This is an optimization exercise on Yosys and OpenROAD, whose aim is a short achievable clock period, not a production implementation.
Where RTL was checked, it was by simulation tests only, not by an equivalence proof against the original.
No activity file was given, so power comes from the tool's default toggle rates.

== the reference run ==
==> module sync_fifo, before the edit <==
module sync_fifo #(parameter WIDTH=32, ADDR=4) (
  input clk, rst,clr,
  input wr_en,
  input [WIDTH-1:0] wdata,
  input rd_en,
  output reg [WIDTH-1:0] rdata,
  output reg fifo_empty, fifo_full
);
  localparam DEPTH = 1<<ADDR ;
  reg [WIDTH-1:0] mem [0:DEPTH-1];
  reg [DEPTH-1:0] wp, rp;        
  reg [DEPTH-1:1] cnt;           
  reg             ne, nf;        
  wire wa  = wr_en & nf;
  wire ra  = rd_en & ne;
  wire inc = wa & ~ra;
  wire dec = ra & ~wa;
  wire [DEPTH:0] c      = {~nf, cnt, ~ne};
  wire [DEPTH:0] c_up   = {c[DEPTH-1:0], 1'b0};
  wire [DEPTH:0] c_dn   = {1'b0, c[DEPTH:1]};
  wire [DEPTH:0] c_nxt  = inc ? c_up : dec ? c_dn : c;
  always @(posedge clk, negedge rst)
    if (~rst) begin
      fifo_empty <= 1'b1;
      fifo_full  <= 1'b0;
      ne         <= 1'b0;
      nf         <= 1'b1;
      cnt        <= {(DEPTH-1){1'b0}};
      wp         <= {{(DEPTH-1){1'b0}}, 1'b1};
      rp         <= {{(DEPTH-1){1'b0}}, 1'b1};
    end else if (clr) begin
      fifo_empty <= 1'b1;
      fifo_full  <= 1'b0;
      ne         <= 1'b0;
      nf         <= 1'b1;
      cnt        <= {(DEPTH-1){1'b0}};
      wp         <= {{(DEPTH-1){1'b0}}, 1'b1};
      rp         <= {{(DEPTH-1){1'b0}}, 1'b1};
    end else begin
      fifo_empty <= c_nxt[0];
      fifo_full  <= c_nxt[DEPTH];
      ne         <= ~c_nxt[0];
      nf         <= ~c_nxt[DEPTH];
      cnt        <= c_nxt[DEPTH-1:1];
      if (wa) wp <= {wp[DEPTH-2:0], wp[DEPTH-1]};
      if (ra) rp <= {rp[DEPTH-2:0], rp[DEPTH-1]};
    end
  integer i;
  always @(posedge clk)
    for (i = 0; i < DEPTH; i = i + 1)
      if (wp[i] & nf)
        mem[i] <= wdata;
  reg [WIDTH-1:0] head;
  always @* begin
    head = {WIDTH{1'b0}};
    for (i = 0; i < DEPTH; i = i + 1)
      head = head | (mem[i] & {WIDTH{rp[i]}});
  end
  always @(posedge clk, negedge rst)
    if (~rst)
      rdata <= {WIDTH{1'b0}};
    else if (ra)
      rdata <= head;
endmodule
==> flow/config.mk <==
export PLATFORM = sky130hd
export DESIGN_NAME = sync_fifo
export DESIGN_NICKNAME = sync_fifo
export VERILOG_FILES = /design/flow/design.v
export SDC_FILE = /design/flow/constraint.sdc
export NUM_CORES = 4
export LEC_CHECK = 0
export ABC_CLOCK_PERIOD_IN_PS = 1200
export CAP_MARGIN = 20
export CORE_MARGIN = 2
export CORE_UTILIZATION = 40
export SETUP_SLACK_MARGIN = 2.7
export SLEW_MARGIN = 20
==> flow/constraint.sdc <==
create_clock -name core_clock -period 4.0 [get_ports {clk}]
set_input_delay 0.8000 -clock core_clock [delete_from_list [all_inputs] [get_ports {clk}]]
set_output_delay 0.8000 -clock core_clock [all_outputs]
set_load 0.01 [all_outputs]
run.sh (not shown) runs the stock make flow with config.mk's settings and CLKGATE_MAP_FILE= SYNTH_SCRIPT=/design/flow/synth_recipe.tcl, a recipe that flattens the netlist after the stock synthesis.
The reference run went all the way through the flow, and no timing, DRC or antenna check failed.
[inputs] the trial run vs the reference run
==> flow/design.v <==
module sync_fifo #(parameter WIDTH=32, ADDR=4) (
  input clk, rst,clr,
  input wr_en,
  input [WIDTH-1:0] wdata,
  input rd_en,
  output reg [WIDTH-1:0] rdata,
  output fifo_empty,
  output reg fifo_full
);
  localparam DEPTH = 1<<ADDR ;
  reg [WIDTH-1:0] mem [0:DEPTH-1];
  reg [DEPTH-1:0] wp_q, rp_q, wen_q;
  wire [DEPTH-1:0] flip = {{(DEPTH-1){1'b0}}, 1'b1};
  wire [DEPTH-1:0] wp  = wp_q  ^ flip;
  wire [DEPTH-1:0] rp  = rp_q  ^ flip;
  wire [DEPTH-1:0] wen = wen_q ^ flip;    
  reg [DEPTH-1:1] cnt;           
  reg             ne;            
  assign fifo_empty = ~ne;
  wire wa  = wr_en & ~fifo_full;
  wire ra  = rd_en & ne;
  wire inc = wa & ~ra;
  wire dec = ra & ~wa;
  wire [DEPTH:0] c      = {fifo_full, cnt, ~ne};
  wire [DEPTH:0] c_up   = {c[DEPTH-1:0], 1'b0};
  wire [DEPTH:0] c_dn   = {1'b0, c[DEPTH:1]};
  wire [DEPTH:0] c_nxt  = inc ? c_up : dec ? c_dn : c;
  wire [DEPTH-1:0] wp_nxt = wa ? {wp[DEPTH-2:0], wp[DEPTH-1]} : wp;
  wire [DEPTH-1:0] rp_nxt = ra ? {rp[DEPTH-2:0], rp[DEPTH-1]} : rp;
  always @(posedge clk, negedge rst)
    if (~rst) begin
      ne         <= 1'b0;
      fifo_full  <= 1'b0;
      cnt        <= {(DEPTH-1){1'b0}};
      wp_q       <= {DEPTH{1'b0}};
      rp_q       <= {DEPTH{1'b0}};
      wen_q      <= {DEPTH{1'b0}};
    end else if (clr) begin
      ne         <= 1'b0;
      fifo_full  <= 1'b0;
      cnt        <= {(DEPTH-1){1'b0}};
      wp_q       <= {DEPTH{1'b0}};
      rp_q       <= {DEPTH{1'b0}};
      wen_q      <= {DEPTH{1'b0}};
    end else begin
      ne         <= ~c_nxt[0];
      fifo_full  <= c_nxt[DEPTH];
      cnt        <= c_nxt[DEPTH-1:1];
      wp_q       <= wp_nxt ^ flip;
      rp_q       <= rp_nxt ^ flip;
      wen_q      <= (wp_nxt & {DEPTH{~c_nxt[DEPTH]}}) ^ flip;
    end
  integer i;
  always @(posedge clk)
    for (i = 0; i < DEPTH; i = i + 1)
      if (wen[i])
        mem[i] <= wdata;
  reg [WIDTH-1:0] head;
  always @* begin
    head = {WIDTH{1'b0}};
    for (i = 0; i < DEPTH; i = i + 1)
      head = head | (mem[i] & {WIDTH{rp[i]}});
  end
  always @(posedge clk, negedge rst)
    if (~rst)
      rdata <= {WIDTH{1'b0}};
    else if (ra)
      rdata <= head;
endmodule
Findings:
Clock period minus worst slack delta for the trial run relative to the reference run: 0.023 ns lower. Measured against the trial run, the filler cell count in the final layout of the reference run comes out at 0.920 times the reference value. Against the reference run, number of global-route vias before repair in the trial run fell by a little under 10%. The reference run was larger in final cell area than the trial run. The trial run: total routed wirelength lower than the reference run. In the metrics for the reference run and the trial run, the one carrying the higher count of distinct cell types in the synthesized netlist is the reference run. Comparing proportion of total power due to net switching for the reference run and the trial run, the smaller number came from the trial run.
For the reference run, only the layout was checked, not whether the RTL still works.

## separate check: timing with driven ports
In the flow no input, the clock included, has a driving cell. The finished layouts below were timed again as built, in two steps.
Step 1, drivers: a clkbuf_16 drives clk and a buf_2 each remaining input, both assumed.
Step 2 also shifts input and output timing later by t, the mid clock arrival at the registers, as if the neighbouring blocks saw the same clock.
a / b / c = ideal / step 1 / step 2; a / b = the first two.
run | t (ns) | setup WS [ns] | latest minus earliest clock arrival (ns) | worst slew at a driven data input, ns
the reference run | 0.676 | 1.953 / 1.898 / 1.799 | 0.035 / 0.034 | 0.09
the trial run | 0.673 | 1.975 / 1.916 / 1.871 | 0.024 / 0.025 | 0.10
After both steps setup and hold are still met in every run listed. The setup slack of the reference run, which loses most, moves by -0.055 ns with the drivers and by -0.154 ns with both steps.
